From an optimization exercise on the open Yosys and OpenROAD flow, aimed at small area, a short achievable clock period and few clock cycles; shortcuts taken in it are not production practice.
At most, simulation tests tie the RTL to the original design; equivalence was not proved.
No driver is modelled on the clock port, so clock power and skew are understated where the tree is cut down; a real chip needs a root buffer or a tree.
Power and IR drop assume default switching activity.

==> flow/design.v (excerpt) <==
module MF(
	clk,
	rst_n,
	invalid,
	image_in,
	outvalid,
	image_out
);
==> flow/config.mk <==
export PLATFORM = sky130hd
export DESIGN_NAME = MF
export DESIGN_NICKNAME = MF
export VERILOG_FILES = /design/flow/design.v
export SDC_FILE = /design/flow/constraint.sdc
export NUM_CORES = 4
export LEC_CHECK = 0
export ABC_AREA = 1
export CAP_MARGIN = 20
export CORE_MARGIN = 2
export CORE_UTILIZATION = 65
export CTS_BUF_LIST = sky130_fd_sc_hd__clkbuf_16
export CTS_CLUSTER_DIAMETER = 80
export CTS_CLUSTER_SIZE = 30
export SLEW_MARGIN = 20
==> flow/constraint.sdc <==
create_clock -name core_clock -period 10.0 [get_ports {clk}]
set_input_delay 2.0000 -clock core_clock [delete_from_list [all_inputs] [get_ports {clk}]]
set_output_delay 2.0000 -clock core_clock [all_outputs]
set_load 0.01 [all_outputs]
standard.sh (not shown) runs the stock make flow with config.mk's settings and CLKGATE_MAP_FILE= SYNTH_SCRIPT=/design/flow/synth_recipe.tcl, a recipe that flattens the netlist after the stock synthesis.
==> flow/flow/run.sh <==
#!/bin/bash
set -euo pipefail
KNOBS="SETUP_SLACK_MARGIN=7.7"
bash standard.sh $KNOBS cts > orfs_flow_cts.log 2>&1
R=orfs/results/$FLOW_PLATFORM/MF/base
openroad -no_init -exit -threads "${NUM_CORES:-4}" flow/unroot.tcl > unroot.log 2>&1
bash standard.sh $KNOBS finish > orfs_flow_finish.log 2>&1
==> flow/flow/unroot.tcl <==
set odb orfs/results/$::env(FLOW_PLATFORM)/MF/base/4_cts.odb
read_db $odb
set block [ord::get_db_block]
set port_net [[$block findBTerm clk] getNet]
set roots {}
foreach it [$port_net getITerms] { lappend roots [$it getInst] }
if {[llength $roots] != 1} { puts "unroot: clock port drives [llength $roots] cells; left as is"; exit 0 }
set root [lindex $roots 0]
set master [[$root getMaster] getName]
if {![string match "sky130_fd_sc_hd__clkbuf_*" $master]} { puts "unroot: root is $master; left as is"; exit 0 }
set out_net ""
foreach it [$root getITerms] {
  if {[$it isOutputSignal]} { set out_net [$it getNet] }
}
set loads {}
foreach it [$out_net getITerms] {
  if {[$it getInst] ne $root} { lappend loads $it }
}
if {[llength $loads] > 4 || [llength [$out_net getBTerms]] > 0} { puts "unroot: root drives [llength $loads] pins; left as is"; exit 0 }
foreach it $loads { $it disconnect; $it connect $port_net }
puts "unroot: removed [$root getName] ($master); clock port now drives [llength $loads] buffers"
odb::dbInst_destroy $root
odb::dbNet_destroy $out_net
write_db $odb
Testbench counts at the start, summed over its fixed seeds: cycles 14,464.
Change:
--- a/flow/flow/run.sh
+++ b/flow/flow/run.sh
@@ -2,3 +2,3 @@
 set -euo pipefail
-KNOBS="SETUP_SLACK_MARGIN=7.7"
+KNOBS="SETUP_SLACK_MARGIN=7.2"
 bash standard.sh $KNOBS cts > orfs_flow_cts.log 2>&1
The new run completed without violations.
Synthesized area stays the same.
Design area falls by 1.3%.
Clock-buffer cell count stays the same.
Sequential cell count stays the same.
Sequential power barely changes.
Core utilization is lower by 0.98 points.
Die area does not change.
Global-route usage decreases by 0.38 points.
Change:
--- a/flow/flow/run.sh
+++ b/flow/flow/run.sh
@@ -2,3 +2,3 @@
 set -euo pipefail
-KNOBS="SETUP_SLACK_MARGIN=7.2"
+KNOBS="SETUP_SLACK_MARGIN=7.45"
 bash standard.sh $KNOBS cts > orfs_flow_cts.log 2>&1
- GPL_TIMING_DRIVEN: default -> 0
After rerunning:
- The changed run completed without violations
- synthesized area does not change
- sequential cell count stays the same
- core utilization increases by 0.84 points
- cell count increases by 0.82%
- wire length increases by 3.5%
- die area does not change
- hold slack gets better by 0.015 ns
- clock skew decreases by 0.0050 ns
- non-clock buffer count increases by 8
- worst setup slack gets worse by 0.0048 ns
- maximum frequency hardly moves
Change:
--- a/flow/flow/run.sh
+++ b/flow/flow/run.sh
@@ -2,3 +2,3 @@
 set -euo pipefail
-KNOBS="SETUP_SLACK_MARGIN=7.45"
+KNOBS="SETUP_SLACK_MARGIN=7.2"
 bash standard.sh $KNOBS cts > orfs_flow_cts.log 2>&1
- CTS_BUF_LIST: sky130_fd_sc_hd__clkbuf_16 -> sky130_fd_sc_hd__clkbuf_8 sky130_fd_sc_hd__clkbuf_16
- GPL_TIMING_DRIVEN: 0 -> default
Outcome: The changed run went through all stages and came out clean; sequential power stays flat; flip-flop and latch count does not change; clock-buffer cell count is unchanged; worst setup slack is better by 0.0048 ns; cell area fell slightly; clock power is higher by a few percent.
Change:
--- a/flow/flow/run.sh
+++ b/flow/flow/run.sh
@@ -2,3 +2,3 @@
 set -euo pipefail
-KNOBS="SETUP_SLACK_MARGIN=7.2"
+KNOBS="SETUP_SLACK_MARGIN=7.45"
 bash standard.sh $KNOBS cts > orfs_flow_cts.log 2>&1
- CAP_MARGIN: 20 -> 5
- CTS_BUF_LIST: sky130_fd_sc_hd__clkbuf_8 sky130_fd_sc_hd__clkbuf_16 -> sky130_fd_sc_hd__clkbuf_16
- SLEW_MARGIN: 20 -> 5
Sequential power stays flat.
Synthesized area stays the same.
Clock skew came out lower by 0.011 ns.
Change:
- CAP_MARGIN: 5 -> 20
- SLEW_MARGIN: 5 -> 20
The new run completed without violations.
Worst setup slack is unchanged.
Non-clock buffer count stays the same.
First-iteration DRC count does not change.
Via count is unchanged.

* * *

MF, a different RTL version from the one above (not shown whole).
Size: about 600 cells after synthesis, roughly 260 flip-flops, ~20 I/O pins, ~7600 um^2 of cells after synthesis.
==> flow/config.mk <==
export PLATFORM = sky130hd
export DESIGN_NAME = MF
export DESIGN_NICKNAME = MF
export VERILOG_FILES = /design/flow/design.v
export SDC_FILE = /design/flow/constraint.sdc
export NUM_CORES = 4
export LEC_CHECK = 0
export ABC_AREA = 0
export CAP_MARGIN = 20
export CORE_MARGIN = 2
export CORE_UTILIZATION = 65
export CTS_BUF_LIST = sky130_fd_sc_hd__clkbuf_16
export CTS_CLUSTER_DIAMETER = 80
export CTS_CLUSTER_SIZE = 30
export SLEW_MARGIN = 20
==> flow/constraint.sdc <==
create_clock -name core_clock -period 10.0 [get_ports {clk}]
set_input_delay 2.0000 -clock core_clock [delete_from_list [all_inputs] [get_ports {clk}]]
set_output_delay 2.0000 -clock core_clock [all_outputs]
set_load 0.01 [all_outputs]
==> flow/flow/run.sh <==
#!/bin/bash
set -euo pipefail
KNOBS="SETUP_SLACK_MARGIN=7.45"
bash standard.sh $KNOBS cts > orfs_flow_cts.log 2>&1
R=orfs/results/$FLOW_PLATFORM/MF/base
openroad -no_init -exit -threads "${NUM_CORES:-4}" flow/unroot.tcl > unroot.log 2>&1
bash standard.sh $KNOBS finish > orfs_flow_finish.log 2>&1
==> flow/flow/unroot.tcl <==
# After clock tree synthesis:
#  - then build the two remaining levels from inverters instead of buffers
#    (an inverter is about half a buffer's delay): every register still sees
#    two stages and an even number of inversions, so no register's clock
#    moves against another's.
set odb orfs/results/$::env(FLOW_PLATFORM)/MF/base/4_cts.odb
read_db $odb
set block [ord::get_db_block]
set port_net [[$block findBTerm clk] getNet]

proc out_net {inst} {
  foreach it [$inst getITerms] { if {[$it isOutputSignal]} { return [$it getNet] } }
  return "NULL"
}
proc loads {net} {
  set l {}
  if {$net eq "NULL" || $net eq ""} { return $l }
  foreach it [$net getITerms] { if {[$it isInputSignal]} { lappend l $it } }
  return $l
}

# 1. remove the root buffer
set roots {}
foreach it [$port_net getITerms] { lappend roots [$it getInst] }
if {[llength $roots] != 1} { puts "unroot: clock port drives [llength $roots] cells; left as is"; write_db $odb; exit 0 }
set root [lindex $roots 0]
set rnet [out_net $root]
set rloads [loads $rnet]
if {![string match "sky130_fd_sc_hd__clkbuf_*" [[$root getMaster] getName]] || [llength $rloads] > 4 || [llength [$rnet getBTerms]] > 0} {
  puts "unroot: root not removed"; write_db $odb; exit 0
}
foreach it $rloads { $it disconnect; $it connect $port_net }
puts "unroot: removed [$root getName]; clock port now drives [llength $rloads] buffers"
odb::dbInst_destroy $root
odb::dbNet_destroy $rnet

# 2. the tree must be port -> mid buffers -> leaf buffers -> registers
set mids {}
foreach it [$port_net getITerms] { lappend mids [$it getInst] }
set leaves {}
set ok 1
foreach m $mids {
  if {![string match "sky130_fd_sc_hd__clkbuf_*" [[$m getMaster] getName]]} { set ok 0 }
  foreach it [loads [out_net $m]] {
    set l [$it getInst]
    set ln [out_net $l]
    if {$ln eq "NULL"} continue   ;# a dummy load
    if {![string match "sky130_fd_sc_hd__clkbuf_*" [[$l getMaster] getName]]} { set ok 0; continue }
    lappend leaves $l
    foreach fit [loads $ln] {
      set f [$fit getInst]
      if {[[$f getMaster] getType] ne "CORE" || [string match "*clkbuf*" [[$f getMaster] getName]] || [[$fit getMTerm] getName] ne "CLK"} {
        if {[out_net $f] ne "NULL" && [llength [loads [out_net $f]]] > 0} { set ok 0 }
      }
    }
  }
}
if {!$ok} { puts "unroot: tree is not two buffer levels; buffers kept"; write_db $odb; exit 0 }

proc to_inv {block inst mname} {
  set m [[ord::get_db] findMaster $mname]
  set in_net ""; set o_net ""
  foreach it [$inst getITerms] {
    if {[$it isInputSignal]} { set in_net [$it getNet] }
    if {[$it isOutputSignal]} { set o_net [$it getNet] }
  }
  set name [$inst getName]
  set loc [$inst getLocation]
  odb::dbInst_destroy $inst
  set new [odb::dbInst_create $block $m ${name}_inv]
  $new setLocation [lindex $loc 0] [lindex $loc 1]
  $new setPlacementStatus PLACED
  [$new findITerm A] connect $in_net
  [$new findITerm Y] connect $o_net
}
foreach m $mids { to_inv $block $m sky130_fd_sc_hd__clkinv_16 }
foreach l $leaves { to_inv $block $l sky130_fd_sc_hd__clkinv_8 }
puts "unroot: [llength $mids] mid and [llength $leaves] leaf buffers made inverters"

# the tree's dummy loads (clock buffers that drive nothing) go
foreach inst [$block getInsts] {
  if {![string match "sky130_fd_sc_hd__clkbuf_*" [[$inst getMaster] getName]]} continue
  set o [out_net $inst]
  if {$o ne "NULL" && [llength [loads $o]] > 0} continue
  set inn ""
  foreach it [$inst getITerms] { if {[$it isInputSignal]} { set inn [$it getNet] } }
  if {$inn eq "" || $inn eq "NULL" || [$inn getSigType] ne "CLOCK"} continue
  puts "unroot: removed dummy load [$inst getName]"
  odb::dbInst_destroy $inst
  if {$o ne "NULL"} { odb::dbNet_destroy $o }
}

# 3. the input port buffers: plain small buffers instead of delay cells
set n 0
foreach bt [$block getBTerms] {
  if {[$bt getIoType] ne "INPUT" || [$bt getName] eq "clk"} continue
  foreach it [[$bt getNet] getITerms] {
    set b [$it getInst]
    if {[string match "sky130_fd_sc_hd__*dly*" [[$b getMaster] getName]]} {
      $b swapMaster [[ord::get_db] findMaster sky130_fd_sc_hd__buf_2]
      incr n
    }
  }
}
puts "unroot: $n input port buffers made buf_2"
detailed_placement
check_placement
write_db $odb
The starting point finished clean.
Testbench counts at the start, summed over its fixed seeds: cycles 14,592.
Change:
--- a/flow/flow/unroot.tcl
+++ b/flow/flow/unroot.tcl
@@ -79,15 +79,2 @@
 
-# the tree's dummy loads (clock buffers that drive nothing) go
-foreach inst [$block getInsts] {
-  if {![string match "sky130_fd_sc_hd__clkbuf_*" [[$inst getMaster] getName]]} continue
-  set o [out_net $inst]
-  if {$o ne "NULL" && [llength [loads $o]] > 0} continue
-  set inn ""
-  foreach it [$inst getITerms] { if {[$it isInputSignal]} { set inn [$it getNet] } }
-  if {$inn eq "" || $inn eq "NULL" || [$inn getSigType] ne "CLOCK"} continue
-  puts "unroot: removed dummy load [$inst getName]"
-  odb::dbInst_destroy $inst
-  if {$o ne "NULL"} { odb::dbNet_destroy $o }
-}
-
 # 3. the input port buffers: plain small buffers instead of delay cells
Settings changed: ABC_AREA 0 to 1.
Synthesized cell count went up by well over a third.
Final area grows by a few percent.
Clock power is higher by roughly a tenth.
Wire length rises by about a fifth.
Total power is higher by a little under a tenth.
Change:
--- a/flow/flow/unroot.tcl
+++ b/flow/flow/unroot.tcl
@@ -79,2 +79,15 @@
 
+# the tree's dummy loads (clock buffers that drive nothing) go
+foreach inst [$block getInsts] {
+  if {![string match "sky130_fd_sc_hd__clkbuf_*" [[$inst getMaster] getName]]} continue
+  set o [out_net $inst]
+  if {$o ne "NULL" && [llength [loads $o]] > 0} continue
+  set inn ""
+  foreach it [$inst getITerms] { if {[$it isInputSignal]} { set inn [$it getNet] } }
+  if {$inn eq "" || $inn eq "NULL" || [$inn getSigType] ne "CLOCK"} continue
+  puts "unroot: removed dummy load [$inst getName]"
+  odb::dbInst_destroy $inst
+  if {$o ne "NULL"} { odb::dbNet_destroy $o }
+}
+
 # 3. the input port buffers: plain small buffers instead of delay cells
Settings changed: ABC_AREA 1 to 0, CORE_UTILIZATION 65 to 55.
Result: Power is lower by a little under a tenth. Final cell count decreases by about a fifth. Global-route usage goes down by 5.7 points. Die area is higher by roughly a tenth. Clock power came out lower by roughly a tenth. Synthesized cell count went down by a quarter to a third. Wire length drops by about a fifth. Worst setup slack barely changes. Core utilization went down by 9.5 points.
The clock cells of the first and third runs of this note come from the design's own scripts or RTL, not from TritonCTS.

* * *

The RTL this note starts from:
==> flow/design.v <==
module MF(
	clk,
	rst_n,
	invalid,
	image_in,
	outvalid,
	image_out
);
input				clk,rst_n,invalid;
input 		[7:0]	image_in;
output	reg 		outvalid;
output	reg [7:0]	image_out;
reg			act;
reg [3:0]	row;
reg [3:0]	col;
reg			hb, hv;		 
wire last = (row == 4'd11);
wire row1_next = act & ((row == 4'd0 & col == 4'd9) | (row == 4'd1 & col != 4'd9));
always @(posedge clk or negedge rst_n) begin
	if (!rst_n) begin
		act <= 1'b0; row <= 4'd0; col <= 4'd0;
	end else if (act & !last) begin
		col <= (col == 4'd9) ? 4'd0 : col + 4'd1;
		row <= (col == 4'd9) ? row + 4'd1 : row;
	end else if (invalid) begin
		act <= 1'b1; row <= 4'd0; col <= 4'd0;
	end else begin
		act <= 1'b0;
	end
end
always @(posedge clk or negedge rst_n) begin
	if (!rst_n) begin
		hb <= 1'b0; hv <= 1'b0;
	end else begin
		hb  <= (col <= 4'd1) | (row == 4'd1) | (row == 4'd10);
		hv  <= act & ((row >= 4'd2) | (row == 4'd1 & col != 4'd0));
	end
end
always @(posedge clk) outvalid <= hv;
reg [7:0]	in_r;
reg [7:0]	lb [1:20];
reg			ab, ac, bc;
integer i;
wire [7:0] a_d = invalid ? image_in : 8'd0;
wire [7:0] c_d = row1_next ? 8'd0 : lb[19];
always @(posedge clk) begin
	in_r <= a_d;
	lb[1] <= in_r;
	for (i = 2; i <= 19; i = i + 1) lb[i] <= lb[i-1];
	lb[20] <= c_d;
	ab <= invalid ? image_in >= lb[9] : lb[9] == 8'd0;
	ac <= row1_next | (invalid ? image_in >= lb[19] : lb[19] == 8'd0);
	bc <= row1_next | lb[9] >= lb[19];
end
wire [7:0] a = in_r, b = lb[10], c = lb[20];
wire [7:0] vmax = (ab & ac) ? a : (!ab & bc) ? b : c;
wire [7:0] vmin = (!ab & !ac) ? a : (ab & !bc) ? b : c;
reg [7:0] x0, x1;	 
reg [7:0] n0, n1;	 
reg [7:0] xp, np;	 
reg       gx, gn;	 
reg       hx, hn;	 
wire       psx_d = gx | (col == 4'd1);	 
wire [7:0] px = psx_d ? x0 : x1;
wire       hx_d = (vmax > px) & (col != 4'd0);	 
wire       psn_d = gn;
wire [7:0] pn = psn_d ? n0 : n1;
wire       hn_d = (vmin < pn);
always @(posedge clk) begin
	x0 <= vmax; x1 <= x0; xp <= px;
	n0 <= vmin; n1 <= n0; np <= pn;
	gx <= vmax >= x0; gn <= vmin <= n0;
	hx <= hx_d; hn <= hn_d;
end
wire [7:0] mx = hx ? x0 : xp;
wire [7:0] mn = hb ? 8'd0 : hn ? n0 : np;
wire [8:0] sum = {1'b0, mx} + {1'b0, mn};
always @(posedge clk) image_out <= sum[8:1];
endmodule
clock: 10.0 ns
lec_check: 0
cap_margin: 20
core_margin: 2
core_utilization: 85
cts_buf_list: sky130_fd_sc_hd__clkbuf_16
cts_cluster_diameter: 80
cts_cluster_size: 30
slew_margin: 20
==> flow/flow/run.sh <==
#!/bin/bash
set -euo pipefail
bash standard.sh SETUP_SLACK_MARGIN=7.2 finish > orfs_flow.log 2>&1
==> next run, changes <==
Settings changed: CORE_UTILIZATION 85 to 75.
Routed wire length shrinks by well over a third.
Register-to-register slack improves by 0.25 ns.
Via count shrinks by about a fifth.
Sequential power shrinks by a few percent.
Total power shrinks by roughly a tenth.
Area after synthesis is unchanged.
Clock skew shrinks by 0.010 ns.
Worst setup slack improves by 0.033 ns.
Critical path depth does not change.
==> next run, changes <==
Settings changed: CORE_UTILIZATION 75 to 65, CTS_CLUSTER_SIZE 30 to 40.
After rerunning: The new run completed with no timing, DRC or antenna violations; cell area decreases by 0.58%; count of clock-buffer cells in the layout decreases by 2; hold slack stays flat; die area increases by 15%; via count decreases by 4.2%; global-route usage decreases by 6.0 points.
==> next run, changes <==
Settings changed: CTS_CLUSTER_SIZE 40 to 30.
Effect: Routed wire length barely changes. Core utilization shrinks by 0.27 points. First-iteration DRC count went down by a few percent. Sequential power hardly moves. Power went down slightly. Setup slack improves by 0.0068 ns. Critical path depth does not change. Fmax stays flat. Global-route usage went up by 0.15 points.
Function was not checked in any run of this note: the RTL went through the layout flow alone.

==> re-timing with driven ports <==
The results above use ideal ports. As a check the final layouts listed here were re-extracted and re-timed, cells and wires unchanged.
Step 1 sets driving cells, clkbuf_16 on the clock port and buf_2 on the other inputs (assumed; they add their load-dependent delay and slew).
Step 2 adds t to the input delays and takes it off the output delays; t is the mean of the earliest and latest rising clock arrival at the registers after step 1. Input paths then give back, and output paths get back, about the clock's delay inside the block.
a / b / c = no drivers / after step 1 / after step 2; a / b = the first two.
run | shift t [ns] | slack for setup (ns) | worst hold slack (ns) | clock arrival spread, ns | slew at the worst register clock pin (ns)
the first run of note 1 | 0.387 | 7.216 / 7.165 / 7.085 | 0.329 / 0.329 / 0.329 | 0.018 / 0.017 | 0.11 / 0.11
the second run of note 1 | 0.380 | 7.213 / 7.162 / 6.898 | 0.318 / 0.318 / 0.318 | 0.030 / 0.029 | 0.11 / 0.11
the third run of note 1 | 0.391 | 7.208 / 7.154 / 7.076 | 0.334 / 0.334 / 0.334 | 0.023 / 0.023 | 0.11 / 0.11
the fourth run of note 1 | 0.380 | 7.213 / 7.162 / 6.898 | 0.318 / 0.318 / 0.318 | 0.030 / 0.029 | 0.11 / 0.11
the fifth run of note 1 | 0.388 | 7.231 / 7.179 / 6.974 | 0.330 / 0.330 / 0.330 | 0.017 / 0.017 | 0.11 / 0.11
the sixth run of note 1 | 0.388 | 7.231 / 7.179 / 6.974 | 0.330 / 0.330 / 0.330 | 0.017 / 0.017 | 0.11 / 0.11
the first run of note 2 | 0.308 | 7.373 / 7.255 / 7.528 | 0.325 / 0.325 / 0.325 | 0.026 / 0.027 | 0.11 / 0.11
the second run of note 2 | 0.309 | 7.357 / 7.242 / 7.401 | 0.325 / 0.326 / 0.326 | 0.018 / 0.017 | 0.11 / 0.11
the third run of note 2 | 0.303 | 7.358 / 7.239 / 7.542 | 0.329 / 0.329 / 0.329 | 0.026 / 0.027 | 0.11 / 0.11
the first run of note 3 | 0.520 | 7.054 / 7.015 / 6.572 | 0.320 / 0.320 / 0.320 | 0.045 / 0.045 | 0.12 / 0.12
the second run of note 3 | 0.506 | 7.088 / 7.044 / 6.694 | 0.321 / 0.321 / 0.321 | 0.031 / 0.031 | 0.11 / 0.11
the third run of note 3 | 0.506 | 7.096 / 7.056 / 6.753 | 0.322 / 0.322 / 0.322 | 0.025 / 0.025 | 0.13 / 0.13
the fourth run of note 3 | 0.500 | 7.103 / 7.064 / 6.799 | 0.319 / 0.319 / 0.319 | 0.026 / 0.026 | 0.11 / 0.11
After both steps every run listed still meets setup and hold. The setup slack of the first run of note 3, which loses most, moves by -0.039 ns with the drivers and by -0.482 ns with both steps.
